What follows belongs to an exercise in optimizing a design on an open flow for small area, a short achievable clock period and few clock cycles; a production flow would make more cautious choices. The RTL was checked by simulation tests, not by an equivalence proof against the original design. In run 9 the design's own scripts or RTL, not TritonCTS, make the clock network. The clock port is modelled as an ideal driver, which makes a skipped or thinned clock tree look cheaper than it is; a real chip needs a root buffer or a tree. No activity file was given, so power comes from the tool's default toggle rates.

$ cat flow/flow/run.sh
#!/bin/bash
# The standard layout, with a plain buf_1 as each port's buffer.
set -euo pipefail
export BUFFER_PORTS_ARGS="-buffer_cell sky130_fd_sc_hd__buf_1"
bash standard.sh > standard.log 2>&1
$ cat flow/standard.sh
#!/bin/bash
# synth_recipe.tcl (not shown) runs the flow's synth.tcl, then flattens the netlist and writes it again
# the make line also repeats each setting of config.mk as NAME=value (left out here)
make -C /OpenROAD-flow-scripts/flow DESIGN_CONFIG=/design/flow/config.mk WORK_HOME=/design/flow/orfs CLKGATE_MAP_FILE= SYNTH_SCRIPT=/design/flow/synth_recipe.tcl "${@:-finish}"
$ cat flow/config.mk
export PLATFORM = sky130hd
export DESIGN_NAME = fact_machine_wrapper
export DESIGN_NICKNAME = fact_machine_wrapper
export VERILOG_FILES = /design/flow/design.v
export SDC_FILE = /design/flow/constraint.sdc
export NUM_CORES = 4
export LEC_CHECK = 0
export CAP_MARGIN = 20
export CORE_MARGIN = 2
export CORE_UTILIZATION = 25
export SLEW_MARGIN = 20
$ cat flow/constraint.sdc
create_clock -name core_clock -period 5.0 [get_ports {clk}]
set_input_delay 1.0000 -clock core_clock [delete_from_list [all_inputs] [get_ports {clk}]]
set_output_delay 1.0000 -clock core_clock [all_outputs]
set_load 0.01 [all_outputs]
$ cat flow/design.v
module fact_machine_wrapper(
    input logic rst, go, clk,
    input logic [31:0] n,
    output logic [31:0] result,
    output logic done
    );
    logic        busy;        
    logic [5:0]  code;        
    logic [31:0] table_out;   
    assign table_out[0] = (code == 6'd0) | (code == 6'd1);
    assign table_out[1] = (code == 6'd2) | (code == 6'd3);
    assign table_out[2] = (code == 6'd3);
    assign table_out[3] = (code == 6'd4) | (code == 6'd5);
    assign table_out[4] = (code == 6'd4) | (code == 6'd5) | (code == 6'd6) | (code == 6'd7);
    assign table_out[5] = (code == 6'd5) | (code == 6'd7);
    assign table_out[6] = (code == 6'd5) | (code == 6'd6);
    assign table_out[7] = (code == 6'd6) | (code == 6'd7) | (code == 6'd8) | (code == 6'd9);
    assign table_out[8] = (code == 6'd7) | (code == 6'd8) | (code == 6'd9) | (code == 6'd10) | (code == 6'd11);
    assign table_out[9] = (code == 6'd6) | (code == 6'd7) | (code == 6'd10);
    assign table_out[10] = (code == 6'd8) | (code == 6'd10) | (code == 6'd11) | (code == 6'd12) | (code == 6'd13);
    assign table_out[11] = (code == 6'd8) | (code == 6'd9) | (code == 6'd10) | (code == 6'd12) | (code == 6'd13) | (code == 6'd14) | (code == 6'd15);
    assign table_out[12] = (code == 6'd7) | (code == 6'd8) | (code == 6'd10) | (code == 6'd11) | (code == 6'd12) | (code == 6'd15);
    assign table_out[13] = (code == 6'd12) | (code == 6'd14);
    assign table_out[14] = (code == 6'd10) | (code == 6'd12) | (code == 6'd13) | (code == 6'd15);
    assign table_out[15] = (code == 6'd8) | (code == 6'd9) | (code == 6'd12) | (code == 6'd13) | (code == 6'd16) | (code == 6'd17);
    assign table_out[16] = (code == 6'd9) | (code == 6'd10) | (code == 6'd11) | (code == 6'd14) | (code == 6'd15) | (code == 6'd16) | (code == 6'd17) | (code == 6'd18) | (code == 6'd19);
    assign table_out[17] = (code == 6'd10) | (code == 6'd14) | (code == 6'd15) | (code == 6'd18);
    assign table_out[18] = (code == 6'd9) | (code == 6'd10) | (code == 6'd12) | (code == 6'd15) | (code == 6'd16) | (code == 6'd17) | (code == 6'd20) | (code == 6'd21);
    assign table_out[19] = (code == 6'd12) | (code == 6'd13) | (code == 6'd14) | (code == 6'd17) | (code == 6'd19) | (code == 6'd22) | (code == 6'd23);
    assign table_out[20] = (code == 6'd10) | (code == 6'd14) | (code == 6'd15) | (code == 6'd16) | (code == 6'd18) | (code == 6'd20) | (code == 6'd22);
    assign table_out[21] = (code == 6'd10) | (code == 6'd11) | (code == 6'd13) | (code == 6'd14) | (code == 6'd15) | (code == 6'd16) | (code == 6'd18) | (code == 6'd20) | (code == 6'd23);
    assign table_out[22] = (code == 6'd11) | (code == 6'd15) | (code == 6'd16) | (code == 6'd17) | (code == 6'd18) | (code == 6'd21) | (code == 6'd22) | (code == 6'd23) | (code == 6'd24) | (code == 6'd25);
    assign table_out[23] = (code == 6'd12) | (code == 6'd17) | (code == 6'd19) | (code == 6'd20) | (code == 6'd21) | (code == 6'd22) | (code == 6'd24) | (code == 6'd25) | (code == 6'd26) | (code == 6'd27);
    assign table_out[24] = (code == 6'd13) | (code == 6'd15) | (code == 6'd16) | (code == 6'd23) | (code == 6'd24) | (code == 6'd25) | (code == 6'd26);
    assign table_out[25] = (code == 6'd11) | (code == 6'd13) | (code == 6'd15) | (code == 6'd16) | (code == 6'd17) | (code == 6'd18) | (code == 6'd19) | (code == 6'd20) | (code == 6'd23) | (code == 6'd25) | (code == 6'd28) | (code == 6'd29);
    assign table_out[26] = (code == 6'd12) | (code == 6'd14) | (code == 6'd15) | (code == 6'd16) | (code == 6'd17) | (code == 6'd19) | (code == 6'd28) | (code == 6'd29) | (code == 6'd30) | (code == 6'd31);
    assign table_out[27] = (code == 6'd12) | (code == 6'd14) | (code == 6'd17) | (code == 6'd18) | (code == 6'd21) | (code == 6'd25) | (code == 6'd27) | (code == 6'd28) | (code == 6'd31);
    assign table_out[28] = (code == 6'd12) | (code == 6'd13) | (code == 6'd15) | (code == 6'd16) | (code == 6'd21) | (code == 6'd23) | (code == 6'd24) | (code == 6'd25) | (code == 6'd26) | (code == 6'd27) | (code == 6'd29) | (code == 6'd30);
    assign table_out[29] = (code == 6'd13) | (code == 6'd15) | (code == 6'd16) | (code == 6'd17) | (code == 6'd21) | (code == 6'd22) | (code == 6'd23) | (code == 6'd25) | (code == 6'd28) | (code == 6'd29) | (code == 6'd31);
    assign table_out[30] = (code == 6'd13) | (code == 6'd14) | (code == 6'd15) | (code == 6'd16) | (code == 6'd17) | (code == 6'd18) | (code == 6'd22) | (code == 6'd24) | (code == 6'd25) | (code == 6'd27) | (code == 6'd30);
    assign table_out[31] = (code == 6'd17) | (code == 6'd18) | (code == 6'd20) | (code == 6'd21) | (code == 6'd22) | (code == 6'd24) | (code == 6'd26) | (code == 6'd28) | (code == 6'd29) | (code == 6'd32) | (code == 6'd33);
    always_ff @(posedge clk) begin
        if (rst) begin
            busy <= 1'b0;
            done <= 1'b0;
        end else begin
            busy <= go;
            done <= ~go & (done | busy);
        end
    end
    always_ff @(posedge clk) begin
        if (go)
            code <= n[5:0] | {6{|n[31:6]}};
        result <= table_out;
    end
endmodule
==> impl_metrics.toml, run 1 <==
[synth]
synth_most_common_cell = "dfxtp_1"
synth.area.top_cells = "dfxtp_1 37%, edfxtp_1 9.9%, nor4_1 3.4%"
synthTopCellsByCount = "34 x dfxtp_1, 14 x nand2_1, 12 x nor2_1"
synth_edf_count = 6
netlist_instances = 202
syn_nets = 237
synth-adder-area-share_pct = 0
synth_compound_area_share_pct = 17.1
syn_area_mm2 = 0.00183
ys_ff_latch = 40
postSynthAreaPerCell_um2 = 9.04
synth_xor_area_share_pct = 1.92
async_flop_share_pct = 0
yosys_warnings = 1
synth_top_cell_area_share_pct = 37.3
yosys.area_share.simple_pct = 26.6
synth_top_family_by_area = "simple AND/OR/NAND/NOR gates"
synth_seq_area_share_pct = 47.1
synth_ff_type = "dfxtp_1"
synthMuxAreaShare_pct = 0.548
ys_types = 51
yosys.area.top_type = "dfxtp_1"

[drt]
routed_wl_mm = 4.21
drt.antenna.violating_nets = 0
vias = 1687
drt_iter0_markers = 122
first_pass_iters = 4
wl_per_cell_um = 11.8
viasPerCell = 4.74
drc_errors = 0

[layout]
num_antenna_cells = 0
synthToLayoutAreaGrowth_pct = 22.0
layout.nets = 291
drive_above_1_share_pct = 3.89

[worst_setup_path]
crit_start = "n[28]"
cp_data_required_time_ns = 5.04
crit_arrival_ns = 2.07
regToRegEndpoint = "result[24]"
path_max_fanout = 6
worst_setup_path_end_kind = "flip-flop"
worstRegToRegCells = 3
criticalPathCategory = "in -> reg"
reg2reg_slack_ns = 3.05
start_kind = "input port"
rr_startpoint = "code[2]"

[floorplanning]
core_mm2 = 0.00718
die_w_um = 89.5
fp.dieH_um = 89.5
dieArea_mm2 = 0.00801
row_count = 31
io_pins = 68
initial_core_util_pct = 25.5

[hold_path]
min_to = "done"
whs_path_depth = 2
holdCritStartpoint = "busy"
min_path_type = "reg -> reg"

[clock_network]
cts_root_buf = "clkbuf_8"
cts.path.max_buffers = 2
clk_latency_ns = 0.28
cts.sinks = 40
cts.clk_slew.worst_paths_ns = 0.07
cts_tree = "yes"
cts_buffers = 5
cts_hold_buf = 0
cts_resized = 0
h-tree-depth = 2
cts_setup_buffers = 0

[timing]
fin_skew_ns = 0.00549
post-route-period-util_pct = 40.7
finalWorstSetupSlack_ns = 2.97
holdWs_ns = 0.485
fin_crit_ns = 2.03
drv_slew = 0
maxSlewHeadroom_pct = 42.7
fmax_mhz = 492
setup-violations-final = 0
hold_viol_final = 0
rsz0062_at_grt = "no"
tns_ns = 0
worstMarginPinSlew_ns = 0.859

[place]
gp_congestion = 0.808
preCtsSetupSlack_ns = 2.66
io_buffers = 67
hpwl_mm = 2.88

[global_route]
grt-ovfl-total = 0
grt_use_total_pct = 11.2
grt_pass1_vias = 1468
grt_antenna_before_repair = 0
grt_max_degree = 40
grt_pass1_wl_mm = 6.95

[power]
p_per_area_mw_per_mm2 = 297
power_leakage_nw = 0.750
max-vdd-ir-drop_v = 0.0000963

[run]
drv_cap = 0

[outcome]
status = "no timing/DRC/antenna violations"
[placed cells by master, fill, tap and decap left out, types with 2 or more instances in the layout]
master and n:
o21ai_0 3, nor3_1 7, nand2b_1 6, xnor2_1 2, or4_1 3, nand3_1 6, clkbuf_8 7, o211ai_1 3
nor3b_1 5, nand2_1 14, inv_1 3, edfxtp_1 6, nor4_1 10, and3_1 2, a21boi_0 2, xor2_1 2
a22oi_1 3, nor4b_1 2, or3_1 3, nor2b_1 7, dfxtp_1 34, a31oi_1 9, a211oi_1 3, and2_1 4
a21oi_1 9, nor2_1 12, buf_1 67
[per-layer routing]
metal / share of wire [%] / vias to the layer above / global-route usage (%) / routed length (um)
met4: 1.2 / 0 / 3.26 / 50
li1: - / 852 / - / -
met5: 0 / - / 0 / 0
met3: 8.2 / 4 / 3.42 / 347
met2: 47 / 72 / 18.2 / 1960
met1: 44 / 759 / 14.3 / 1850
[worst max-delay path, cell delays in order]
cell,delay (ns)
buf_1,0.06
or4_1,0.61
nor4_1,0.31
nand2_1,0.08
[cells by family after synthesis]
kind of cell / after synthesis
DFF: 40
buffers and inverters: 26
and+or+nand+nor: 86
xor gates and xnor gates: 4
muxes: 1
AOI/OAI and AO/OA: 45
[state kept, by name, indices dropped and copies added, names as in the netlist]
name    cells
code        6
done        1
result     32
busy        1
[how the worst max path moves through the flow]
stage,to
final,code[3]
after global routing,result[24]
after CTS,result[31]
after detailed placement,code[3]
after global placement,code[0]
after floorplan,code[0]
[layout make-up]
type                    count  area, um^2
clock buffers               8         100
fillers                   765        4950
inverters                   4        15.0
multi-input cells         136         842
flip-flops and latches     40         861
well taps                  99         124
repair buffers             69         287
[through the flow]
step | utilization, % | cell area, um^2 | cells | total power [mW]
floorplan | - | 1830 | 202 | 0.413
global placement | 29.3 | 2100 | 347 | 0.439
detailed placement | 29.3 | 2100 | 347 | 0.440
CTS | 30.7 | 2200 | 355 | 0.669
global route | 31.1 | 2230 | 356 | 0.699
finish | 31.1 | 2230 | 356 | 0.662
[power breakdown]
part	leakage [nW]	internal (mW)	switching, mW
clock network	0.0515	0.126	0.102
logic	0.360	0.0335	0.0445
registers	0.339	0.341	0.0159
total	0.750	0.500	0.162
Testbench counts, summed over its fixed seeds: cycles 960.
==> inputs of run 2 (changes only) <==
--- a/flow/config.mk
+++ b/flow/config.mk
@@ -5,7 +5,9 @@
 export SDC_FILE = /design/flow/constraint.sdc
 export NUM_CORES = 4
 export LEC_CHECK = 0
+export ABC_AREA = 1
 export CAP_MARGIN = 20
 export CORE_MARGIN = 2
 export CORE_UTILIZATION = 25
+export SETUP_SLACK_MARGIN = 3.3
 export SLEW_MARGIN = 20
==> impl_metrics.toml, run 2 <==
[outcome]
status = "no timing/DRC/antenna violations"

[timing]
setup-violations-final = 0
maxSlewHeadroom_pct = 64.8
hold_viol_final = 0
drv_slew = 0
tns_ns = 0
worstMarginPinSlew_ns = 0.527
rsz0062_at_grt = "yes"
fin_skew_ns = 0.00259
fmax_mhz = 576
post-route-period-util_pct = 34.7
fin_crit_ns = 1.74

[drt]
wl_per_cell_um = 11.4
first_pass_iters = 4
viasPerCell = 4.45
drt_iter0_markers = 84
routed_wl_mm = 4.44
drc_errors = 0
vias = 1726
drt.antenna.violating_nets = 0

[global_route]
grt_pass1_wl_mm = 7.25
grt-ovfl-total = 0
grt_antenna_before_repair = 0
grt_pass1_vias = 1676
grt_use_total_pct = 12.5
grt_max_degree = 12

[synth]
yosys_warnings = 1
syn_area_mm2 = 0.00169
yosys.area.top_type = "dfxtp_1"
async_flop_share_pct = 0
synth_most_common_cell = "nand2_1"
synthTopCellsByCount = "62 x nand2_1, 48 x nor2_1, 34 x dfxtp_1"
synth_edf_count = 6
synth_seq_area_share_pct = 51.0
synth.area.top_cells = "dfxtp_1 40%, nand2_1 14%, edfxtp_1 11%"
synth_top_cell_area_share_pct = 40.3
syn_nets = 271
synth_ff_type = "dfxtp_1"
postSynthAreaPerCell_um2 = 7.16
ys_types = 16
ys_ff_latch = 40
netlist_instances = 236

[layout]
synthToLayoutAreaGrowth_pct = 35.7
mostFrequentLayoutCells = "62 x nand2_1, 43 x nor2_1, 34 x buf_1, 30 x nand3_1, 27 x inv_1"
layout.nets = 346
num_antenna_cells = 0
final_common_cell = "nand2_1"
fillerInstances = 708
ff_latch_area_um2 = 876
multi_input_area_um2 = 726
final_core_util_pct = 35.5
largest_reg_flops = 32
regMostFlops = "result"
drive_above_1_share_pct = 20.3
largestRegisters = "result: 32 flops, code: 6 flops"

[place]
gp_congestion = 0.928
hpwl_mm = 3.45
io_buffers = 67

[worst_setup_path]
start_kind = "flip-flop"
worst_setup_path_end_kind = "primary output"
crit_arrival_ns = 0.74
path_buf_inv = 1
cpLargestDelayFamily = "flip-flops"
path_max_fanout = 1
crit_path_cell_trace = "buf_4"
cp_data_required_time_ns = 4.00
cp_slowest_stage_delay_ns = 0.30
criticalPathCategory = "reg -> out"
critPathSlowestCell = "dfxtp_1"

[floorplanning]
io_pins = 68
fp.dieH_um = 86.2
core_mm2 = 0.00646
initial_core_util_pct = 26.2
dieArea_mm2 = 0.00743
die_w_um = 86.2
row_count = 29

[clock_network]
clk_latency_ns = 0.30
cts_root_buf = "clkbuf_8"
h-tree-depth = 2
cts.path.max_buffers = 2
cts_buffers = 5
cts_tree = "yes"
cts.sinks = 40
cts.clk_slew.worst_paths_ns = 0.07

[power]
power.total_mw = 0.658
p_int_mw = 0.500
max-vdd-ir-drop_v = 0.000108
power_leakage_nw = 1.22
p_per_area_mw_per_mm2 = 287
p_sw_share_pct = 24.0
p_switching_mw = 0.158
p_clk_share_pct = 34.3
p_comb_share_pct = 12.3
seqPwrFrac_pct = 53.4

[hold_path]
min_path_type = "reg -> reg"

[run]
drv_cap = 0
==> run 2: cell types whose count changed after synthesis, sizes merged, moves of 4 or more <==
cell | previous run | this run
nand2 | 14 | 62
nor2 | 12 | 50
inv | 3 | 28
nand3 | 6 | 30
buf | 14 | 2
nor4 | 10 | 0
a31oi | 9 | 0
clkbuf | 8 | 0
nand4 | 0 | 8
a21oi | 9 | 2
nor2b | 7 | 0
nand2b | 6 | 0
nor3b | 5 | 0
and2 | 4 | 0
==> run 2: layout make-up <==
class,instances,share of cell area [%]
clock buffers,7,4.20
inverters,28,4.59
multi-input cells,166,31.7
flip-flops and latches,40,38.2
well taps,77,4.20
repair buffers,70,17.1
==> run 2: power groups by stage <==
stage               Combinational (mW)  Sequential [mW]  Clock [mW]
finish                          0.0809            0.352       0.225
global route                    0.0901            0.353       0.245
CTS                             0.0739            0.350       0.232
detailed placement              0.0693            0.357           0
global placement                0.0697            0.357           0
floorplan                       0.0333            0.363           0
==> run 2: metrics by stage <==
step           cell area [um^2]  hold slack, ns  setup WS (ns)  instances
2_1_floorplan              1700           0.453           3.31        236
3_3_place_gp               2030           0.466           3.17        378
3_5_place_dp               2030           0.471           3.14        378
4_1_cts                    2200           0.474           3.25        385
5_1_grt                    2290           0.536           3.24        388
6_report                   2290           0.471           3.26        388
==> run 2: worst paths after layout <==
check | cells past startpoint | to | slack [ns] | from
setup / recovery | 1 | result[19] | 3.26 | result[19]
hold / removal | 2 | done | 0.47 | busy
setup reg to reg | 6 | result[20] | 3.37 | code[3]
hold reg to reg | 2 | done | 0.47 | busy
==> run 2: cell families (layout without fill, tap and decap cells) <==
group           count (synthesis)  count (layout)  synth area share (%)
buf+inv                        30             105                  6.81
simple gates                  159             159                  39.9
flops                          40              40                  51.0
compound gates                  7               7                  2.37
==> run 2: layer usage <==
metal  track usage [%]  up-vias  share of wire (%)
li1                  -      901                  -
met1              14.9      742                 44
met2              20.9       78                 45
met3              4.10        5                9.6
met4              4.97        0                1.3
met5                 0        -                  0
==> run 2: what timing repair did <==
action                                  CTS  global route
cloned                                    0             0
endpoints found under the setup margin   36            37
buffers inserted                          0             3
hold buffers                              0             0
gates resized for setup                  40            20
==> inputs of run 3 (changes only) <==
--- a/flow/config.mk
+++ b/flow/config.mk
@@ -9,5 +9,6 @@
 export CAP_MARGIN = 20
 export CORE_MARGIN = 2
 export CORE_UTILIZATION = 25
-export SETUP_SLACK_MARGIN = 3.3
+export CTS_CLUSTER_DIAMETER = 200
+export CTS_CLUSTER_SIZE = 50
 export SLEW_MARGIN = 20
==> impl_metrics.toml, run 3 <==
[timing]
fmax_mhz = 562
rsz0062_at_grt = "no"
post-route-period-util_pct = 35.6
setup-violations-final = 0
fin_skew_ns = 0.00305
maxSlewHeadroom_pct = 50.9
fin_crit_ns = 1.78
worstMarginPinSlew_ns = 0.734
tns_ns = 0
hold_viol_final = 0
drv_slew = 0

[synth]
async_flop_share_pct = 0
synth.area.top_cells = "dfxtp_1 40%, nand2_1 14%, edfxtp_1 11%"
synth_ff_type = "dfxtp_1"
synth_xor_area_share_pct = 0
synth_most_common_cell = "nand2_1"
synthTopCellsByCount = "62 x nand2_1, 48 x nor2_1, 34 x dfxtp_1"
synth-adder-area-share_pct = 0
ys_types = 16
synth_compound_area_share_pct = 2.37
postSynthAreaPerCell_um2 = 7.16
yosys.area.top_type = "dfxtp_1"
synth_top_cell_area_share_pct = 40.3
synthMuxAreaShare_pct = 0
synth_edf_count = 6
netlist_instances = 236
yosys.area_share.simple_pct = 39.9
synth_seq_area_share_pct = 51.0
synth_top_family_by_area = "simple AND/OR/NAND/NOR gates"
ys_ff_latch = 40
syn_nets = 271
yosys_warnings = 1
syn_area_mm2 = 0.00169

[worst_setup_path]
cpLargestDelayFamily = "flip-flops"
critPathSlowestCell = "dfxtp_1"
crit_arrival_ns = 0.78
criticalPathCategory = "reg -> out"
worst_setup_path_end_kind = "primary output"
path_max_fanout = 2
cp_slowest_stage_delay_ns = 0.34
start_kind = "flip-flop"
crit_path_cell_trace = "buf_1"
cp_data_required_time_ns = 4.00
path_buf_inv = 1

[run]
drv_cap = 0

[layout]
drive_above_1_share_pct = 3.56
final_area_mm2 = 0.00212
synthToLayoutAreaGrowth_pct = 25.5
final_common_cell = "buf_1"
largest_reg_flops = 32
num_antenna_cells = 0
regMostFlops = "result"
fin_cells = 386
mostFrequentLayoutCells = "67 x buf_1, 62 x nand2_1, 48 x nor2_1, 34 x dfxtp_1, 30 x nand3_1"
layout.nets = 343
largestRegisters = "result: 32 flops, code: 6 flops"

[place]
dp.cells = 378
placed_area_mm2 = 0.00203
hpwl_mm = 3.39
gp_congestion = 0.939
io_buffers = 67

[floorplanning]
die_w_um = 86.2
fp.dieH_um = 86.2
dieArea_mm2 = 0.00743
row_count = 29
io_pins = 68
core_mm2 = 0.00646
initial_core_util_pct = 26.2

[clock_network]
cts.clk_slew.worst_paths_ns = 0.07
cts.path.max_buffers = 2
cts.sinks = 40
cts_buffers = 5
cts_setup_buffers = 0
clk_latency_ns = 0.29
cts_root_buf = "clkbuf_8"
cts_hold_buf = 0
h-tree-depth = 2
cts_resized = 0
cts_tree = "yes"

[power]
max-vdd-ir-drop_v = 0.0000852
p_per_area_mw_per_mm2 = 299
power_leakage_nw = 1.05

[hold_path]
min_path_type = "reg -> reg"

[drt]
vias = 1720
first_pass_iters = 4
drt.antenna.violating_nets = 0
viasPerCell = 4.46
drc_errors = 0
wl_per_cell_um = 11.2
drt_iter0_markers = 71
routed_wl_mm = 4.34

[global_route]
grt_antenna_before_repair = 0
grt-ovfl-total = 0
grt_use_total_pct = 12.5
grt_pass1_wl_mm = 7.25
grt_max_degree = 13
grt_pass1_vias = 1668

[outcome]
status = "no timing/DRC/antenna violations"
-- run 3: final timing paths --
kind	startpoint	to	slack [ns]	cells after the start
worst min register to register	busy	done	0.48	2
worst max register to register	code[4]	result[24]	3.23	5
worst max-delay path	done	done	3.22	1
worst min-delay path	busy	done	0.48	2
-- run 3: through the flow --
stage	power, mW	hold WS, ns	util (%)	setup WS (ns)
finish	0.633	0.476	32.8	3.22
global route	0.668	0.499	32.8	3.11
CTS	0.642	0.478	32.8	3.21
detailed placement	0.426	0.467	31.4	3.04
global placement	0.426	0.467	31.4	3.08
floorplan	0.396	0.453	-	3.24
-- run 3: kinds of logic after synthesis --
kind of cell           count (synthesis)
and+or+nand+nor                      159
buffers and inverters                 30
AOI/OAI and AO/OA                      7
DFF                                   40
-- run 3: worst reg2reg max path: stages, from the launching register on --
cell and delay (ns):
edfxtp_1 0.42, nor2_1 0.60, nand3_1 0.29, nand2_1 0.22
nor2_1 0.09, nand3_1 0.09
-- run 3: area by class of cell --
class / count / area, um^2
Timing Repair Buffer: 67 / 251
Tap cell: 77 / 96.3
Sequential cell: 40 / 861
Fill cell: 723 / 4340
Clock buffer: 6 / 82.6
Multi-Input combinational cell: 166 / 713
Inverter: 28 / 105
Clock inverter: 2 / 10.0
-- run 3: power by group --
group / internal (mW) / total, mW / leakage [nW] / switching [mW]
sequential: 0.342 / 0.350 / 0.339 / 0.00730
combinational: 0.0227 / 0.0687 / 0.665 / 0.0460
clock: 0.110 / 0.215 / 0.0510 / 0.105
-- run 3: per-layer routing --
| metal | share of wire [%] | GRT usage (%) | vias to the layer above |
|---|---|---|---|
| met5 | 0 | 0 | - |
| met4 | 1.7 | 5.82 | 0 |
| met3 | 11 | 4.00 | 8 |
| met2 | 46 | 21.1 | 90 |
| met1 | 42 | 14.5 | 726 |
| li1 | - | - | 896 |
==> inputs of run 4 (changes only) <==
--- a/flow/config.mk
+++ b/flow/config.mk
@@ -9,6 +9,4 @@
 export CAP_MARGIN = 20
 export CORE_MARGIN = 2
 export CORE_UTILIZATION = 25
-export CTS_CLUSTER_DIAMETER = 200
-export CTS_CLUSTER_SIZE = 50
 export SLEW_MARGIN = 20
==> impl_metrics.toml, run 4 <==
[floorplanning]
die_w_um = 86.2
dieArea_mm2 = 0.00743
core_mm2 = 0.00646
initial_core_util_pct = 26.2
fp.dieH_um = 86.2
io_pins = 68
row_count = 29

[worst_setup_path]
worst_setup_path_end_kind = "primary output"
rr_startpoint = "code[4]"
cpLargestDelayFamily = "flip-flops"
path_max_fanout = 2
reg2reg_slack_ns = 3.23
cp_data_required_time_ns = 4.00
regToRegEndpoint = "result[24]"
path_buf_inv = 1
critPathSlowestCell = "dfxtp_1"
crit_path_cell_trace = "buf_1"
start_kind = "flip-flop"
cp.depth = 1
crit_arrival_ns = 0.78
worstRegToRegCells = 5
cp_slowest_stage_delay_ns = 0.34
criticalPathCategory = "reg -> out"

[synth]
synthTopCellsByCount = "62 x nand2_1, 48 x nor2_1, 34 x dfxtp_1"
ys_ff_latch = 40
synth_most_common_cell = "nand2_1"
yosys_warnings = 1
synth_edf_count = 6
ys_types = 16
synth_seq_area_share_pct = 51.0
synth_ff_type = "dfxtp_1"
synth_top_cell_area_share_pct = 40.3
netlist_instances = 236
synth.area.top_cells = "dfxtp_1 40%, nand2_1 14%, edfxtp_1 11%"
syn_area_mm2 = 0.00169
syn_nets = 271
postSynthAreaPerCell_um2 = 7.16
yosys.area.top_type = "dfxtp_1"
async_flop_share_pct = 0

[drt]
drc_errors = 0
viasPerCell = 4.46
routed_wl_mm = 4.34
wl_per_cell_um = 11.2
drt_iter0_markers = 71
first_pass_iters = 4
drt.antenna.violating_nets = 0
vias = 1720

[layout]
mostFrequentLayoutCells = "67 x buf_1, 62 x nand2_1, 48 x nor2_1, 34 x dfxtp_1, 30 x nand3_1"
layout.nets = 343
synthToLayoutAreaGrowth_pct = 25.5
drive_above_1_share_pct = 3.56
fillerInstances = 723
largestRegisters = "result: 32 flops, code: 6 flops"
regMostFlops = "result"
multi_input_area_um2 = 713
largest_reg_flops = 32
num_antenna_cells = 0
ff_latch_area_um2 = 861
final_common_cell = "buf_1"

[global_route]
grt_pass1_wl_mm = 7.25
grt-ovfl-total = 0
grt_use_total_pct = 12.5
grt_max_degree = 13
grt_antenna_before_repair = 0
grt_pass1_vias = 1668

[timing]
rsz0062_at_grt = "no"
post-route-period-util_pct = 35.6
fin_crit_ns = 1.78
fmax_mhz = 562
fin_skew_ns = 0.00305
finalWorstSetupSlack_ns = 3.22
setup-violations-final = 0
worstMarginPinSlew_ns = 0.734
drv_slew = 0
hold_viol_final = 0
maxSlewHeadroom_pct = 50.9
tns_ns = 0

[place]
preCtsSetupSlack_ns = 3.04
gp_congestion = 0.939
io_buffers = 67
hpwl_mm = 3.39

[power]
max-vdd-ir-drop_v = 0.0000852
seqPwrFrac_pct = 55.2
power.total_mw = 0.633
power_leakage_nw = 1.05
p_sw_share_pct = 25.0
p_per_area_mw_per_mm2 = 299
p_comb_share_pct = 10.8
p_clk_share_pct = 33.9
p_int_mw = 0.475
p_switching_mw = 0.158

[outcome]
status = "no timing/DRC/antenna violations"

[clock_network]
cts.clk_slew.worst_paths_ns = 0.07
cts_resized = 0
cts_hold_buf = 0
h-tree-depth = 2
cts_tree = "yes"
cts_setup_buffers = 0
cts_buffers = 5
clk_latency_ns = 0.29
cts_root_buf = "clkbuf_8"
cts.path.max_buffers = 2
cts.sinks = 40

[hold_path]
whs_path_depth = 2
holdCritStartpoint = "busy"
min_path_type = "reg -> reg"
min_to = "done"

[run]
drv_cap = 0
-- run 4: cell counts in the layout (fill, tap and decap cells not counted) --
Identical to the previous run, type by type.
-- run 4: worst max path at each step --
| stage | to | from | slack [ns] |
|---|---|---|---|
| 2_1_floorplan | code[0] | n[9] | 3.24 |
| 3_3_place_gp | code[1] | n[9] | 3.08 |
| 3_5_place_dp | code[5] | n[9] | 3.04 |
| 4_1_cts | done | done | 3.21 |
| 5_1_grt | result[24] | code[4] | 3.11 |
| 6_report | done | done | 3.22 |
-- run 4: cell type report --
type / count / area share [%]
clock inverters: 2 / 0.472
multi-input cells: 166 / 33.6
inverters: 28 / 4.96
flip-flops and latches: 40 / 40.6
clock buffers: 6 / 3.90
well taps: 77 / 4.55
repair buffers: 67 / 11.9
-- run 4: logic make-up (layout without fill, tap and decap cells) --
kind of cell / after synthesis / in the layout / share of synthesized area (%)
buffers and inverters: 30 / 103 / 6.81
AOI/OAI and AO/OA: 7 / 7 / 2.37
and+or+nand+nor: 159 / 159 / 39.9
DFF: 40 / 40 / 51.0
-- run 4: metal layers --
metal / vias up / wire length (um) / track usage [%]
met2: 90 / 1980 / 21.1
met4: 0 / 74 / 5.82
met3: 8 / 470 / 4.00
met5: - / 0 / 0
met1: 726 / 1810 / 14.5
li1: 896 / - / -
-- run 4: power by group through the flow --
stage / logic (mW) / registers [mW] / clock network [mW]
finish: 0.0687 / 0.350 / 0.215
detailed placement: 0.0691 / 0.357 / 0
CTS: 0.0693 / 0.350 / 0.223
floorplan: 0.0331 / 0.363 / 0
global route: 0.0782 / 0.351 / 0.238
global placement: 0.0692 / 0.357 / 0
-- run 4: stage by stage --
step / instances / area [um^2] / util (%) / hold slack, ns
after floorplan: 236 / 1690 / - / 0.453
after global placement: 378 / 2030 / 31.4 / 0.467
after detailed placement: 378 / 2030 / 31.4 / 0.467
after CTS: 386 / 2120 / 32.8 / 0.478
after global routing: 386 / 2120 / 32.8 / 0.499
final: 386 / 2120 / 32.8 / 0.476
-- run 4: worst register-to-register path: cells and delay by family (launching register included) --
kind / cells / cell delay, ns
DFF: 1 / 0.42
and+or+nand+nor: 5 / 1.29
==> inputs of run 5 (changes only) <==
==> flow/flow/run.sh (replaced) <==
#!/bin/bash
# The standard layout, with two changes:
#  - the combinational logic of the standard synthesis is re-synthesised for
#    area (flow/resyn.tcl, ABC script flow/resyn.scr); flip-flops are kept as
#    the standard synthesis made them;
#  - each port's buffer is a plain buf_1.
# Each tool's output goes to a log of its own in this folder.
set -euo pipefail
W=$(pwd)
R=$W/orfs/results/sky130hd/fact_machine_wrapper/base
export BUFFER_PORTS_ARGS="-buffer_cell sky130_fd_sc_hd__buf_1"
bash standard.sh $R/1_2_yosys.v > standard_synth.log 2>&1
cp $R/1_2_yosys.v $W/standard_1_2_yosys.v
YOSYS=${YOSYS_EXE:-$(dirname "$FLOW_HOME")/tools/install/yosys/bin/yosys}
LIB=$FLOW_HOME/platforms/sky130hd/lib/sky130_fd_sc_hd__tt_025C_1v80.lib \
IN=$W/standard_1_2_yosys.v OUT=$W/resyn.v TOP=$FLOW_TOP ABCSCRIPT=$W/flow/resyn.scr \
  $YOSYS -c $W/flow/resyn.tcl > resyn.log 2>&1
cp $W/resyn.v $R/1_2_yosys.v
bash standard.sh > standard.log 2>&1
==> flow/flow/resyn.scr (new file) <==
strash
collapse
sop
fx
strash
balance -l
 resub -K 6 -l
 rewrite -l
 resub -K 6 -N 2 -l
 refactor -l
 resub -K 8 -l
 balance -l
 resub -K 8 -N 2 -l
 rewrite -l
 resub -K 10 -l
 rewrite -z -l
 resub -K 10 -N 2 -l
 balance -l
 resub -K 12 -l
 refactor -z -l
 resub -K 12 -N 2 -l
 rewrite -z -l
 balance -l
dch -f
map -a
==> flow/flow/resyn.tcl (new file) <==
# Re-synthesise the combinational logic of the standard synthesis netlist for
# area, keeping every flip-flop instance (name, cell type, connections).
yosys -import
set lib $::env(LIB)
read_liberty -ignore_miss_func -ignore_miss_dir $lib
read_verilog $::env(IN)
hierarchy -top $::env(TOP)
set ffs {}
foreach c [split [string trim [exec grep -oE {sky130_fd_sc_hd__[a-z0-9_]+} $::env(IN)]] "\n"] {
  if {[regexp {__(e?dfxtp|dfrtp|dfstp|dfbbp|sdf|dlx|dlrtp|edfxbp|dfxbp)} $c] && [lsearch $ffs $c] < 0} { lappend ffs $c }
}
puts "flip-flop cells kept: $ffs"
setattr -mod -set keep_hierarchy 1 {*}$ffs
flatten
foreach m $ffs { blackbox $m }
opt_clean -purge
abc -liberty $lib -script $::env(ABCSCRIPT)
read_liberty -lib -nooverwrite $lib
splitnets
opt_clean -purge
hilomap -singleton -hicell sky130_fd_sc_hd__conb_1 HI -locell sky130_fd_sc_hd__conb_1 LO
insbuf -buf sky130_fd_sc_hd__buf_4 A X
yosys rename -hide w:*.*
opt_clean -purge
tee -o $::env(OUT).stat stat -liberty $lib
check -assert -mapped
write_verilog -noattr -nohex -nodec $::env(OUT)
--- a/flow/config.mk
+++ b/flow/config.mk
@@ -5,7 +5,6 @@
 export SDC_FILE = /design/flow/constraint.sdc
 export NUM_CORES = 4
 export LEC_CHECK = 0
-export ABC_AREA = 1
 export CAP_MARGIN = 20
 export CORE_MARGIN = 2
 export CORE_UTILIZATION = 25
==> impl_metrics.toml, run 5 <==
[layout]
final_common_cell = "buf_1"
layout.nets = 282
fin_cells = 320
regMostFlops = "result"
num_antenna_cells = 0
mostFrequentLayoutCells = "67 x buf_1, 34 x dfxtp_1, 33 x nor2_1, 29 x clkinv_1, 23 x nand2_1"
largest_reg_flops = 32
largestRegisters = "result: 32 flops, code: 6 flops"
drive_above_1_share_pct = 3.63
synthToLayoutAreaGrowth_pct = 30.4

[global_route]
grt-ovfl-total = 0
grt_pass1_vias = 1378
grt_use_total_pct = 12.0
grt_antenna_before_repair = 0
grt_pass1_wl_mm = 5.93
grt_max_degree = 13

[power]
p_comb_share_pct = 9.2
p_clk_share_pct = 36.1
p_sw_share_pct = 23.4
seqPwrFrac_pct = 54.7
p_per_area_mw_per_mm2 = 336
p_switching_mw = 0.150
p_int_mw = 0.490
power_leakage_nw = 0.688
power.total_mw = 0.640
max-vdd-ir-drop_v = 0.000118

[synth]
netlist_instances = 173
syn_nets = 208
postSynthAreaPerCell_um2 = 8.44
syn_area_mm2 = 0.00146
yosys_warnings = 1

[floorplanning]
row_count = 27
dieArea_mm2 = 0.00647
initial_core_util_pct = 26.2
io_pins = 68
fp.dieH_um = 80.4
die_w_um = 80.4
core_mm2 = 0.00557

[worst_setup_path]
cp_data_required_time_ns = 5.15
crit_end = "result[21]"
cpLargestDelayFamily = "simple AND/OR/NAND/NOR gates"
crit_path_cell_trace = "clkinv_1 -> nor2_1 -> clkinv_1 -> nor2_1 -> clkinv_1 -> nor2_1 -> clkinv_1 -> nor2_1 -> nor3_1 -> nand2_1 -> or2_2 -> o311ai_0"
start_kind = "flip-flop"
path_max_fanout = 7
crit_arrival_ns = 2.56
worst_setup_path_end_kind = "flip-flop"
path_buf_inv = 4
crit_start = "code[4]"
criticalPathCategory = "reg -> reg"
cp.depth = 12
rr_startpoint = "code[4]"
regToRegEndpoint = "result[21]"
critPathSlowestCell = "edfxtp_1"
cp_slowest_stage_delay_ns = 0.40
reg2reg_slack_ns = 2.59
worstRegToRegCells = 12

[clock_network]
cts_hold_buf = 0
cts_resized = 0
cts.sinks = 40
cts.path.max_buffers = 2
h-tree-depth = 2
cts.clk_slew.worst_paths_ns = 0.07
cts_tree = "yes"
cts_setup_buffers = 0
clk_latency_ns = 0.29
cts_root_buf = "clkbuf_8"
cts_buffers = 5

[drt]
drt.antenna.violating_nets = 0
viasPerCell = 4.38
drt_iter0_markers = 76
first_pass_iters = 4
vias = 1401
drc_errors = 0
routed_wl_mm = 3.53
wl_per_cell_um = 11.0

[timing]
worstMarginPinSlew_ns = 0.533
tns_ns = 0
post-route-period-util_pct = 48.2
fin_skew_ns = 0.00182
maxSlewHeadroom_pct = 64.2
rsz0062_at_grt = "no"
fin_crit_ns = 2.41
hold_viol_final = 0
setup-violations-final = 0
fmax_mhz = 415
drv_slew = 0

[place]
io_buffers = 67
hpwl_mm = 2.77
gp_congestion = 0.867
dp.cells = 312

[hold_path]
whs_path_depth = 2
min_path_type = "reg -> reg"

[run]
drv_cap = 0

[outcome]
status = "no timing/DRC/antenna violations"
run 5: changes by cell type in the layout (fill, tap and decap cells not counted), sizes merged, moves of 2 or more:
cell    previous run  this run
nand4              8         6
nand2             62        23
o21ai              3        11
nor2              50        33
clkinv             2        30
o22ai              0         2
a21oi              2         4
nand3             30         4
inv               28         0
nor4               0         5
run 5: power by group through the flow:
stage               combinational, mW  clock (mW)  sequential [mW]
finish                         0.0589       0.231            0.350
global route                   0.0671       0.259            0.352
CTS                            0.0593       0.240            0.350
detailed placement             0.0590           0            0.357
global placement               0.0588           0            0.358
floorplan                      0.0248           0            0.363
run 5: cell type report:
class / instances / area, um^2
clock buffers: 7 / 97.6
flip-flops and latches: 40 / 861
repair buffers: 67 / 251
well taps: 72 / 90.1
fillers: 626 / 3670
clock inverters: 1 / 5.00
inverters: 29 / 109
multi-input cells: 104 / 490
run 5: worst min-delay path by stage:
stage	from	to
after floorplan	busy	done
after global placement	busy	done
after detailed placement	busy	done
after CTS	busy	done
after global routing	busy	done
final	busy	done
run 5: metrics by stage:
stage | hold WS, ns | instance area, um^2 | utilization [%] | setup WS (ns)
floorplan | 0.453 | 1460 | - | 2.60
global placement | 0.469 | 1800 | 32.3 | 2.43
detailed placement | 0.467 | 1800 | 32.3 | 2.40
CTS | 0.481 | 1900 | 34.2 | 2.62
global route | 0.544 | 1900 | 34.2 | 2.18
finish | 0.477 | 1900 | 34.2 | 2.59
run 5: layer usage:
layer / wire (um) / GRT usage (%) / vias to the layer above
li1: - / - / 724
met1: 1490 / 13.7 / 598
met2: 1620 / 19.8 / 71
met3: 354 / 4.83 / 8
met4: 66 / 5.42 / 0
met5: 0 / 0 / -
run 5: worst reg2reg max path, delay by kind of cell, from the launching register on:
| kind | cells | cell delay (ns) |
|---|---|---|
| simple gates | 7 | 1.13 |
| buf+inv | 4 | 0.62 |
| flops | 1 | 0.40 |
| compound gates | 1 | 0.11 |
==> inputs of run 6 (changes only) <==
--- a/flow/flow/resyn.scr
+++ b/flow/flow/resyn.scr
@@ -21,5 +21,14 @@
  resub -K 12 -N 2 -l
  rewrite -z -l
  balance -l
+&get -n
+&st
+&if -g -K 6
+&synch2
+&if -g -K 6
+&synch2
+&put
 dch -f
-map -a
+map -D 700
+topo
+stime -p
==> impl_metrics.toml, run 6 <==
[timing]
rsz0062_at_grt = "no"
setup-violations-final = 0
tns_ns = 0
drv_slew = 0
finalWorstSetupSlack_ns = 2.92
fmax_mhz = 480
holdWs_ns = 0.483
hold_viol_final = 0
maxSlewHeadroom_pct = 65.0
fin_skew_ns = 0.00512
post-route-period-util_pct = 41.6
worstMarginPinSlew_ns = 0.525
fin_crit_ns = 2.08

[clock_network]
cts.path.max_buffers = 2
cts_tree = "yes"
cts_setup_buffers = 0
cts.clk_slew.worst_paths_ns = 0.08
clk_latency_ns = 0.29
cts_resized = 0
cts_buffers = 5
h-tree-depth = 2
cts_root_buf = "clkbuf_8"
cts_hold_buf = 0
cts.sinks = 40

[layout]
regMostFlops = "result"
final_common_cell = "buf_1"
largest_reg_flops = 32
num_antenna_cells = 0
drive_above_1_share_pct = 3.42
synthToLayoutAreaGrowth_pct = 29.4
fin_cells = 338
largestRegisters = "result: 32 flops, code: 6 flops"
mostFrequentLayoutCells = "67 x buf_1, 34 x dfxtp_1, 31 x nand2_1, 29 x nor2_1, 24 x clkinv_1"
layout.nets = 297

[floorplanning]
io_pins = 68
dieArea_mm2 = 0.00687
row_count = 28
die_w_um = 82.9
initial_core_util_pct = 26.1
fp.dieH_um = 82.9
core_mm2 = 0.00596

[drt]
drt.antenna.violating_nets = 0
drt_iter0_markers = 177
routed_wl_mm = 4.17
drc_errors = 0
first_pass_iters = 5
vias = 1584
wl_per_cell_um = 12.3
viasPerCell = 4.69

[worst_setup_path]
criticalPathCategory = "reg -> reg"
path_max_fanout = 13
start_kind = "flip-flop"
cp_data_required_time_ns = 5.17
crit_arrival_ns = 2.25
worst_setup_path_end_kind = "flip-flop"

[power]
max-vdd-ir-drop_v = 0.000159
power.total_mw = 0.684
power_leakage_nw = 0.683
p_per_area_mw_per_mm2 = 340

[place]
dp.cells = 330
gp_congestion = 0.925
hpwl_mm = 3.11
io_buffers = 67
preCtsSetupSlack_ns = 2.79

[synth]
netlist_instances = 188
postSynthAreaPerCell_um2 = 8.27
yosys_warnings = 1
syn_area_mm2 = 0.00156
syn_nets = 223

[hold_path]
min_path_type = "reg -> reg"

[global_route]
grt-ovfl-total = 0
grt_max_degree = 15
grt_pass1_vias = 1529
grt_pass1_wl_mm = 7.02
grt_antenna_before_repair = 0
grt_use_total_pct = 12.4

[run]
drv_cap = 0

[outcome]
status = "no timing/DRC/antenna violations"
==> run 6: metal layers <==
metal	GRT usage [%]	up-vias	share of wire (%)
met5	0	-	0
met1	16.4	682	46
met4	4.32	0	1.3
met2	18.9	91	43
met3	3.98	7	9.9
li1	-	804	-
==> run 6: critical path: stages (launching register included) <==
cell and delay [ns]:
edfxtp_1 0.68, clkinv_1 0.39, nor2_1 0.27, clkinv_1 0.19, nand2_1 0.15, clkinv_1 0.09
nor2_1 0.10, o32ai_1 0.09
==> run 6: final cells by class <==
class / count / area, um^2
well taps: 75 / 93.8
clock buffers: 5 / 68.8
flip-flops and latches: 40 / 861
inverters: 24 / 90.1
multi-input cells: 124 / 604
clock inverters: 3 / 42.5
fillers: 660 / 3940
repair buffers: 67 / 251
==> run 6: per-stage QoR <==
step                utilization, %  instance area [um^2]
detailed placement            31.9                  1900
finish                        33.8                  2010
global placement              31.9                  1900
global route                  33.8                  2010
CTS                           33.8                  2010
floorplan                        -                  1560
==> run 6: where the power goes <==
part	internal (mW)	switching, mW	total (mW)	leakage [nW]
combinational	0.0250	0.0466	0.0716	0.291
clock	0.148	0.112	0.260	0.0541
sequential	0.340	0.0124	0.353	0.339
==> run 6: final timing paths <==
kind	from	cells after the start	end	slack [ns]
setup / recovery	code[0]	7	result[18]	2.92
hold / removal	done	2	done	0.48
setup reg to reg	code[0]	7	result[18]	2.92
hold reg to reg	done	2	done	0.48
==> inputs of run 7 (changes only) <==
--- a/flow/config.mk
+++ b/flow/config.mk
@@ -5,7 +5,9 @@
 export SDC_FILE = /design/flow/constraint.sdc
 export NUM_CORES = 4
 export LEC_CHECK = 0
+export ABC_AREA = 1
 export CAP_MARGIN = 20
 export CORE_MARGIN = 2
 export CORE_UTILIZATION = 25
+export SETUP_SLACK_MARGIN = 3.2
 export SLEW_MARGIN = 20
==> impl_metrics.toml, run 7 <==
[clock_network]
cts_hold_buf = 0
cts.sinks = 40
clk_latency_ns = 0.29
cts.clk_slew.worst_paths_ns = 0.07
cts_tree = "yes"
cts.path.max_buffers = 2
cts_buffers = 5
h-tree-depth = 2
cts_root_buf = "clkbuf_8"

[floorplanning]
io_pins = 68
dieArea_mm2 = 0.00690
die_w_um = 83.1
row_count = 28
initial_core_util_pct = 26.1
core_mm2 = 0.00599
fp.dieH_um = 83.1

[power]
seqPwrFrac_pct = 50.4
p_int_mw = 0.518
p_comb_share_pct = 13.2
p_clk_share_pct = 36.4
max-vdd-ir-drop_v = 0.000118
p_switching_mw = 0.171
p_sw_share_pct = 24.8
p_per_area_mw_per_mm2 = 311
power_leakage_nw = 0.810

[synth]
yosys_warnings = 1
netlist_instances = 191
syn_area_mm2 = 0.00156
postSynthAreaPerCell_um2 = 8.18
syn_nets = 226

[drt]
routed_wl_mm = 4.25
vias = 1739
viasPerCell = 4.84
first_pass_iters = 5
drt.antenna.violating_nets = 0
drt_iter0_markers = 317
drc_errors = 0
wl_per_cell_um = 11.8

[timing]
rsz0062_at_grt = "yes"
maxSlewHeadroom_pct = 71.1
worstMarginPinSlew_ns = 0.432
fin_skew_ns = 0.00494
post-route-period-util_pct = 35.3
fmax_mhz = 567
hold_viol_final = 0
setup-violations-final = 0
drv_slew = 0
fin_crit_ns = 1.76
tns_ns = 0

[layout]
regMostFlops = "result"
largest_reg_flops = 32
final_core_util_pct = 36.9
num_antenna_cells = 0
drive_above_1_share_pct = 15.1
synthToLayoutAreaGrowth_pct = 41.6
layout.nets = 318
mostFrequentLayoutCells = "59 x buf_1, 34 x dfxtp_1, 29 x nand2_1, 27 x nor2_1, 26 x clkinv_1"
largestRegisters = "result: 32 flops, code: 6 flops"
final_common_cell = "buf_1"

[place]
gp_congestion = 0.942
hpwl_mm = 3.19
io_buffers = 67

[outcome]
status = "no timing/DRC/antenna violations"

[worst_setup_path]
regToRegEndpoint = "result[31]"
rr_startpoint = "code[2]"
crit_path_cell_trace = "buf_1"
cp.depth = 1
start_kind = "flip-flop"
cpLargestDelayFamily = "flip-flops"
criticalPathCategory = "reg -> out"
crit_start = "result[30]"
reg2reg_slack_ns = 3.33
critPathSlowestCell = "dfxtp_1"
crit_arrival_ns = 0.76
crit_end = "result[30]"
path_buf_inv = 1
worst_setup_path_end_kind = "primary output"
path_max_fanout = 1
worstRegToRegCells = 4
cp_data_required_time_ns = 4.00
cp_slowest_stage_delay_ns = 0.32

[hold_path]
whs_path_depth = 2
min_path_type = "reg -> reg"

[global_route]
grt_use_total_pct = 12.1
grtUsageMet2_pct = 19.5
grt-ovfl-total = 0
grt_antenna_before_repair = 0
grt_max_degree = 17
met3_usage_pct = 4.08
grt_pass1_wl_mm = 6.86
grt_pass1_vias = 1519
grt_use_met1_pct = 15.0
busiest_layer = "met2"

[run]
drv_cap = 0
[run 7: layout make-up]
class	count	area [um^2]
tap	75	93.8
timing repair buffer	85	397
inverter	28	108
fill	629	3780
clock buffer	7	108
clock inverter	1	8.76
multi-input combinational	123	638
sequential	40	861
[run 7: worst min-delay path by stage]
stage | start | end | slack [ns]
after floorplan | busy | done | 0.44
after global placement | busy | done | 0.45
after detailed placement | busy | done | 0.46
after CTS | busy | done | 0.47
after global routing | busy | done | 0.55
final | busy | done | 0.47
[run 7: repair_timing]
item | 4_1_cts | 5_1_grt
endpoints found under the setup margin | 12 | 21
pin swaps | 0 | 3
gates resized for setup | 2 | 10
buffers inserted | 3 | 15
[run 7: routing by layer]
| layer | up-vias | part of all wire [%] |
|---|---|---|
| li1 | 848 | - |
| met1 | 754 | 42 |
| met2 | 120 | 44 |
| met3 | 17 | 11 |
| met4 | 0 | 2.5 |
| met5 | - | 0 |
[run 7: stage by stage]
step           instances  hold WS, ns  setup WS [ns]  cell area [um^2]  power (mW)
2_1_floorplan        191        0.438           3.14              1600       0.399
3_3_place_gp         333        0.455           2.94              1940       0.434
3_5_place_dp         333        0.461           2.92              1940       0.433
4_1_cts              344        0.475           3.20              2080       0.687
5_1_grt              359        0.548           3.15              2210       0.722
6_report             359        0.472           3.24              2210       0.689
[run 7: power by group through the flow]
stage / clock (mW) / combinational (mW) / sequential [mW]
finish: 0.251 / 0.0909 / 0.347
global route: 0.272 / 0.101 / 0.349
CTS: 0.259 / 0.0774 / 0.350
detailed placement: 0 / 0.0725 / 0.360
global placement: 0 / 0.0735 / 0.361
floorplan: 0 / 0.0356 / 0.363
==> inputs of run 8 (changes only) <==
--- a/flow/flow/resyn.scr
+++ b/flow/flow/resyn.scr
@@ -21,14 +21,5 @@
  resub -K 12 -N 2 -l
  rewrite -z -l
  balance -l
-&get -n
-&st
-&if -g -K 6
-&synch2
-&if -g -K 6
-&synch2
-&put
 dch -f
-map -D 700
-topo
-stime -p
+map -a
==> impl_metrics.toml, run 8 <==
[place]
hpwl_mm = 2.85
gp_congestion = 0.919
placed_area_mm2 = 0.00183
dp.cells = 314
io_buffers = 67
preCtsSetupSlack_ns = 2.79

[timing]
fin_crit_ns = 1.92
rsz0062_at_grt = "yes"
fin_skew_ns = 0.00459
hold_viol_final = 0
maxSlewHeadroom_pct = 72.2
post-route-period-util_pct = 38.4
tns_ns = 0
worstMarginPinSlew_ns = 0.414
setup-violations-final = 0
drv_slew = 0
finalWorstSetupSlack_ns = 3.08
fmax_mhz = 521

[drt]
first_pass_iters = 4
wl_per_cell_um = 11.4
viasPerCell = 4.58
drt_iter0_markers = 158
vias = 1488
drt.antenna.violating_nets = 0
drc_errors = 0
routed_wl_mm = 3.71

[clock_network]
cts_tree = "yes"
cts_root_buf = "clkbuf_8"
cts.sinks = 40
cts.clk_slew.worst_paths_ns = 0.07
cts.path.max_buffers = 2
cts_buffers = 5
cts_hold_buf = 0
h-tree-depth = 2
clk_latency_ns = 0.29

[synth]
syn_area_mm2 = 0.00147
syn_nets = 210
postSynthAreaPerCell_um2 = 8.42
netlist_instances = 175
yosys_warnings = 1

[worst_setup_path]
criticalPathCategory = "in -> reg"
worst_setup_path_end_kind = "flip-flop"
crit_arrival_ns = 1.95
path_max_fanout = 6
start_kind = "input port"
crit_path_cell_trace = "buf_1 -> or4_4 -> nor3_4 -> nand2_1"
critPathSlowestCell = "or4_4"
cp_slowest_stage_delay_ns = 0.54
cp_data_required_time_ns = 5.03
worstRegToRegCells = 7

[layout]
regMostFlops = "result"
num_antenna_cells = 0
final_common_cell = "buf_1"
largest_reg_flops = 32
layout.nets = 287
final_core_util_pct = 35.1
mostFrequentLayoutCells = "63 x buf_1, 33 x dfxtp_1, 31 x nor2_1, 28 x clkinv_1, 22 x nand2_1"
synthToLayoutAreaGrowth_pct = 33.4
fin_cells = 325
fillerInstances = 617
final_area_mm2 = 0.00197
drive_above_1_share_pct = 9.88
largestRegisters = "result: 32 flops, code: 6 flops"

[global_route]
grt_antenna_before_repair = 0
grt_max_degree = 14
grt_use_total_pct = 12.1
grt_pass1_vias = 1344
grt-ovfl-total = 0
grt_pass1_wl_mm = 5.99

[floorplanning]
initial_core_util_pct = 26.3
die_w_um = 80.8
dieArea_mm2 = 0.00653
fp.dieH_um = 80.8
io_pins = 68
core_mm2 = 0.00561
row_count = 27

[power]
p_per_area_mw_per_mm2 = 319
max-vdd-ir-drop_v = 0.0000991
power_leakage_nw = 0.717

[hold_path]
min_path_type = "reg -> reg"
whs_path_depth = 2

[run]
drv_cap = 0

[outcome]
status = "no timing/DRC/antenna violations"
[run 8: layer usage]
metal	GRT usage, %	routed length, um	up-vias
met3	4.44	427	4
met2	20.1	1740	88
met1	14.2	1500	655
li1	-	-	741
met5	0	0	-
met4	4.58	33	0
[run 8: area by class of cell]
type / count / area, um^2 / area share, %
Clock buffer: 8 / 90.1 / 4.58
Inverter: 30 / 113 / 5.73
Multi-Input combinational cell: 105 / 532 / 27.1
Sequential cell: 40 / 862 / 43.9
Tap cell: 72 / 90.1 / 4.58
Timing Repair Buffer: 70 / 279 / 14.2
[run 8: report_power, final]
part | internal, mW | total (mW) | switching (mW) | leakage [nW]
registers | 0.342 | 0.349 | 0.00673 | 0.340
logic | 0.0234 | 0.0655 | 0.0421 | 0.332
clock network | 0.112 | 0.212 | 0.0993 | 0.0455
total | 0.478 | 0.626 | 0.148 | 0.717
[run 8: metrics by stage]
| stage | total power [mW] | hold WS [ns] |
|---|---|---|
| finish | 0.626 | 0.458 |
| global route | 0.661 | 0.488 |
| CTS | 0.634 | 0.477 |
| detailed placement | 0.418 | 0.463 |
| global placement | 0.418 | 0.450 |
| floorplan | 0.388 | 0.438 |
[run 8: path summary, 6_finish.rpt]
| check | start | to | slack, ns |
|---|---|---|---|
| max | n[20] | code[2] | 3.08 |
| min | busy | done | 0.46 |
| max reg2reg | code[0] | result[24] | 3.37 |
| min reg2reg | busy | done | 0.46 |
[run 8: critical path: cells and delay by family]
family | cells | cell delay, ns
and+or+nand+nor | 3 | 0.88
buffers and inverters | 1 | 0.07
[run 8: repair_timing]
item / in CTS / in global routing
pin swaps: 4 / 3
buffers inserted: 3 / 0
setup endpoints to repair: 22 / 21
resized for setup: 2 / 12
==> inputs of run 9 (changes only) <==
==> flow/flow/run.sh (replaced) <==
#!/bin/bash
# The standard layout (standard.sh), with these changes:
#  - each port's buffer is a plain buf_1;
#  - if flow/resyn.scr exists, the combinational logic of the standard
#    synthesis is re-synthesised with that ABC script (flow/resyn.tcl);
#    flip-flops are kept exactly as the standard synthesis made them;
#  - after CTS, the clock tree is replaced by three clock buffers on the
#    clock port, each driving a third of the registers (flow/onebuf.tcl), so
#    every register's clock passes through one buffer of the same kind.
# Each tool's output goes to a log of its own in this folder.
set -euo pipefail
W=$(pwd)
R=$W/orfs/results/sky130hd/fact_machine_wrapper/base
export BUFFER_PORTS_ARGS="-buffer_cell sky130_fd_sc_hd__buf_1"
if [[ -f $W/flow/resyn.scr ]]; then
  bash standard.sh $R/1_2_yosys.v > standard_synth.log 2>&1
  cp $R/1_2_yosys.v $W/standard_1_2_yosys.v
  YOSYS=${YOSYS_EXE:-$(dirname "$FLOW_HOME")/tools/install/yosys/bin/yosys}
  LIB=$FLOW_HOME/platforms/sky130hd/lib/sky130_fd_sc_hd__tt_025C_1v80.lib \
  IN=$W/standard_1_2_yosys.v OUT=$W/resyn.v TOP=$FLOW_TOP ABCSCRIPT=$W/flow/resyn.scr \
    $YOSYS -c $W/flow/resyn.tcl > resyn.log 2>&1
  cp $W/resyn.v $R/1_2_yosys.v
fi
bash standard.sh $R/4_cts.odb > standard_to_cts.log 2>&1
IN_ODB=$R/4_cts.odb OUT_ODB=$R/4_cts.odb CLK_NBUF=3 CLK_BUF=sky130_fd_sc_hd__clkbuf_8 CLK_PORT=clk \
PLATFORM_DIR=$FLOW_HOME/platforms/sky130hd \
  openroad -no_init -exit $W/flow/onebuf.tcl > onebuf.log 2>&1
bash standard.sh > standard.log 2>&1
==> flow/flow/onebuf.tcl (new file) <==
# Replace the clock tree that CTS built by CLK_NBUF clock buffers (cell
# CLK_BUF) that the clock port drives, each driving an equal share of the
# registers, grouped by position. Every register's clock then passes through
# exactly one buffer of the same kind. CTS's dummy loads are removed.
read_db $::env(IN_ODB)
set block [ord::get_db_block]
set buf_master [[ord::get_db] findMaster $::env(CLK_BUF)]
set clk_net [$block findNet $::env(CLK_PORT)]
set root ""
foreach it [$clk_net getITerms] {
  if {[$it isInputSignal]} { set root [$it getInst] }
}
if {$root eq ""} { error "no buffer on the clock port" }
set root_out ""
foreach it [$root getITerms] { if {[$it isOutputSignal]} { set root_out [$it getNet] } }
# collect every clock buffer below the root, level by level
set todo [list $root_out]
set sinks {}
set dead_insts {}
set dead_nets {}
while {[llength $todo]} {
  set net [lindex $todo 0]; set todo [lrange $todo 1 end]
  foreach it [$net getITerms] {
    if {![$it isInputSignal]} continue
    set inst [$it getInst]
    set m [[$inst getMaster] getName]
    if {[string match "sky130_fd_sc_hd__clkbuf_*" $m] || [string match "sky130_fd_sc_hd__buf_*" $m]} {
      lappend dead_insts $inst
      foreach o [$inst getITerms] {
        if {![$o isOutputSignal]} continue
        set onet [$o getNet]
        if {$onet eq "NULL" || $onet eq ""} continue
        lappend todo $onet
        lappend dead_nets $onet
      }
    } elseif {[$it getMTerm] ne "" && [[$it getMTerm] getName] eq "CLK"} {
      lappend sinks $it
    } else {
      # a dummy load CTS added for balancing: its output drives nothing
      foreach o [$inst getITerms] {
        if {![$o isOutputSignal]} continue
        set onet [$o getNet]
        if {$onet eq "NULL" || $onet eq ""} continue
        if {[llength [$onet getITerms]] > 1 || [llength [$onet getBTerms]] > 0} { error "clock sink [$inst getName] drives logic" }
        lappend dead_nets $onet
      }
      lappend dead_insts $inst
    }
  }
}
puts "clock sinks: [llength $sinks], buffers removed: [llength $dead_insts]"
foreach it $sinks { $it disconnect }
foreach inst $dead_insts { odb::dbInst_destroy $inst }
foreach net $dead_nets { odb::dbNet_destroy $net }
odb::dbInst_destroy $root
odb::dbNet_destroy $root_out
# split the sinks into K groups of equal size by position (slices across the
# wider side of their bounding box), each driven by one buffer on the port
set K $::env(CLK_NBUF)
set pts {}
set x0 1e18; set x1 -1e18; set y0 1e18; set y1 -1e18
foreach it $sinks {
  set b [[$it getInst] getBBox]
  set x [expr {([$b xMin] + [$b xMax]) / 2}]; set y [expr {([$b yMin] + [$b yMax]) / 2}]
  lappend pts [list $it $x $y]
  set x0 [expr {min($x0, $x)}]; set x1 [expr {max($x1, $x)}]; set y0 [expr {min($y0, $y)}]; set y1 [expr {max($y1, $y)}]
}
set key [expr {($x1 - $x0) >= ($y1 - $y0) ? 1 : 2}]
set pts [lsort -integer -index $key $pts]
set n [llength $pts]
for {set g 0} {$g < $K} {incr g} {
  set lo [expr {$g * $n / $K}]; set hi [expr {($g + 1) * $n / $K - 1}]
  set grp [lrange $pts $lo $hi]
  set net [odb::dbNet_create $block "clknet_$g"]
  $net setSigType CLOCK
  set inst [odb::dbInst_create $block $buf_master "clkbuf_$g"]
  [$inst findITerm A] connect $clk_net
  [$inst findITerm X] connect $net
  [$inst findITerm VPWR] connect [$block findNet VDD]
  [$inst findITerm VGND] connect [$block findNet VSS]
  [$inst findITerm VPB] connect [$block findNet VDD]
  [$inst findITerm VNB] connect [$block findNet VSS]
  set xs 0; set ys 0
  foreach p $grp { [lindex $p 0] connect $net; set xs [expr {$xs + [lindex $p 1]}]; set ys [expr {$ys + [lindex $p 2]}] }
  set m [llength $grp]
  $inst setLocation [expr {$xs / $m}] [expr {$ys / $m}]
  $inst setPlacementStatus PLACED
  puts "clock buffer clkbuf_$g drives $m sinks"
}
source $::env(PLATFORM_DIR)/setRC.tcl
detailed_placement
check_placement -verbose
write_db $::env(OUT_ODB)
--- a/flow/config.mk
+++ b/flow/config.mk
@@ -7,7 +7,7 @@
 export LEC_CHECK = 0
 export ABC_AREA = 1
 export CAP_MARGIN = 20
-export CORE_MARGIN = 2
-export CORE_UTILIZATION = 25
-export SETUP_SLACK_MARGIN = 3.2
+export CORE_AREA = 2 2 72 72
+export DIE_AREA = 0 0 74 74
+export SETUP_SLACK_MARGIN = 3.25
 export SLEW_MARGIN = 20
removed: flow/flow/resyn.scr
==> impl_metrics.toml, run 9 <==
[timing]
maxSlewHeadroom_pct = 66.9
finalWorstSetupSlack_ns = 3.33
tns_ns = 0
hold_viol_final = 0
rsz0062_at_grt = "no"
drv_slew = 0
fin_crit_ns = 1.67
fmax_mhz = 600
fin_skew_ns = 0.00952
post-route-period-util_pct = 33.3
setup-violations-final = 0
holdWs_ns = 0.483
worstMarginPinSlew_ns = 0.494

[synth]
netlist_instances = 236
synth.area.top_cells = "dfxtp_1 40%, nand2_1 14%, edfxtp_1 11%"
syn_nets = 271
synth_top_cell_area_share_pct = 40.3
async_flop_share_pct = 0
synthTopCellsByCount = "62 x nand2_1, 48 x nor2_1, 34 x dfxtp_1"
syn_area_mm2 = 0.00169
yosys_warnings = 1
yosys.area.top_type = "dfxtp_1"
synth_ff_type = "dfxtp_1"
ys_types = 16
synth_seq_area_share_pct = 51.0
postSynthAreaPerCell_um2 = 7.16
ys_ff_latch = 40
synth_edf_count = 6
synth_most_common_cell = "nand2_1"

[clock_network]
clk_latency_ns = 0.15
cts.sinks = 40
cts_setup_buffers = 0
cts.clk_slew.worst_paths_ns = 0.09

[layout]
mostFrequentLayoutCells = "62 x nand2_1, 53 x buf_1, 43 x nor2_1, 34 x dfxtp_1, 30 x nand3_1"
fin_cells = 371
drive_above_1_share_pct = 8.22
final_area_mm2 = 0.00210
layout.nets = 341
largestRegisters = "result: 32 flops, code: 6 flops"
final_core_util_pct = 44.4
final_common_cell = "nand2_1"
largest_reg_flops = 32
synthToLayoutAreaGrowth_pct = 24.1
fillerInstances = 531
num_antenna_cells = 0
regMostFlops = "result"

[power]
power_leakage_nw = 1.08
power.total_mw = 0.553
p_per_area_mw_per_mm2 = 264
max-vdd-ir-drop_v = 0.0000907

[drt]
first_pass_iters = 4
drc_errors = 0
drt.antenna.violating_nets = 0
viasPerCell = 4.64
vias = 1723
routed_wl_mm = 3.95
drt_iter0_markers = 172
wl_per_cell_um = 10.6

[global_route]
grt_max_degree = 15
grt_pass1_wl_mm = 6.51
grt_antenna_before_repair = 0
grt-ovfl-total = 0
grt_use_total_pct = 15.2
grt_pass1_vias = 1533

[worst_setup_path]
start_kind = "input port"
crit_end = "code[1]"
worstRegToRegCells = 6
reg2reg_slack_ns = 3.45
crit_start = "n[11]"
crit_arrival_ns = 1.56
rr_startpoint = "code[3]"
regToRegEndpoint = "result[20]"
path_max_fanout = 6
cp_data_required_time_ns = 4.89
criticalPathCategory = "in -> reg"
worst_setup_path_end_kind = "flip-flop"

[floorplanning]
initial_core_util_pct = 35.8
core_mm2 = 0.00472
dieArea_mm2 = 0.00548
row_count = 25
die_w_um = 74
io_pins = 68
fp.dieH_um = 74

[hold_path]
min_path_type = "reg -> reg"

[place]
gp_congestion = 0.878
hpwl_mm = 3.12
placed_area_mm2 = 0.00202
dp.cells = 368
preCtsSetupSlack_ns = 3.13
io_buffers = 67

[run]
drv_cap = 0

[outcome]
status = "no timing/DRC/antenna violations"
-- run 9: how the worst min path moves through the flow --
stage	from	slack [ns]	cells after the start	to
floorplan	busy	0.45	2	done
detailed placement	busy	0.47	2	done
finish	busy	0.48	2	done
CTS	busy	0.48	2	done
global placement	busy	0.47	2	done
global route	busy	0.52	2	done
-- run 9: logic make-up after synthesis --
logic type      share of synthesized area (%)
compound gates                           2.37
buf+inv                                  6.81
flops                                    51.0
simple gates                             39.9
-- run 9: worst max-delay path, stage by stage --
cell and delay, ns:
buf_1 0.07, nor2_1 0.09, nand2_1 0.06, nor2_2 0.21, nand4_1 0.12
-- run 9: area by class of cell --
cell class | instances | area, um^2 | area share, %
Timing Repair Buffer | 67 | 269 | 12.8
Tap cell | 67 | 83.8 | 4.00
Sequential cell | 40 | 861 | 41.1
Multi-Input combinational cell | 166 | 736 | 35.1
Inverter | 28 | 105 | 5.01
Buffer | 3 | 41.3 | 1.97
-- run 9: timing repair --
action,in CTS,in global routing
gates resized for setup,14,4
hold buffers,0,0
setup endpoints to repair,14,20
gates cloned,0,0
-- run 9: routing by layer --
layer / up-vias / track usage [%] / wire (um)
li1: 890 / - / -
met1: 736 / 19.1 / 1660
met2: 90 / 26.6 / 1860
met3: 7 / 2.30 / 375
met4: 0 / 5.25 / 55
met5: - / 0 / 0
-- run 9: where the power goes --
part	leakage (nW)	total (mW)	internal, mW	switching, mW
combinational	0.722	0.0698	0.0245	0.0454
clock	0.0216	0.134	0.0552	0.0790
sequential	0.339	0.349	0.342	0.00704

==> separate check: timing with driven ports <==
How much do the figures lean on ideal ports? The routed layouts below were timed once more, with nothing changed but the port constraints.
Step 1 assumes that a clkbuf_16 drives the clock port and a buf_2 every other input.
Step 2 moves the port delays by t, midway between the first and last clock arrival at a register: inputs arrive t later, outputs are due t later. That takes back most of the time a late clock gives input paths.
a / b / c = no drivers / after step 1 / after step 2; a / b = the first two.
| run | shift t [ns] | slack for setup (ns) | worst setup path after step 2 | worst slew at a driven data input, ns |
|---|---|---|---|---|
| run 1 | 0.309 | 2.966 / 2.973 / 2.664 | input to register | 0.03 |
| run 2 | 0.324 | 3.263 / 3.236 / 3.156 | input to register | 0.03 |
| run 3 | 0.317 | 3.219 / 3.191 / 3.046 | input to register | 0.03 |
| run 4 | 0.317 | 3.219 / 3.191 / 3.046 | input to register | 0.03 |
| run 5 | 0.315 | 2.592 / 2.592 / 2.428 | input to register | 0.03 |
| run 6 | 0.317 | 2.918 / 2.918 / 2.821 | input to register | 0.03 |
| run 7 | 0.316 | 3.236 / 3.209 / 2.955 | input to register | 0.03 |
| run 8 | 0.308 | 3.081 / 3.085 / 2.777 | input to register | 0.03 |
| run 9 | 0.183 | 3.335 / 3.340 / 3.171 | input to register | 0.03 |
After both steps setup and hold are still met in every run listed. For run 8, which loses most, drivers alone change the setup slack by +0.004 ns; drivers and shift together by -0.304 ns.
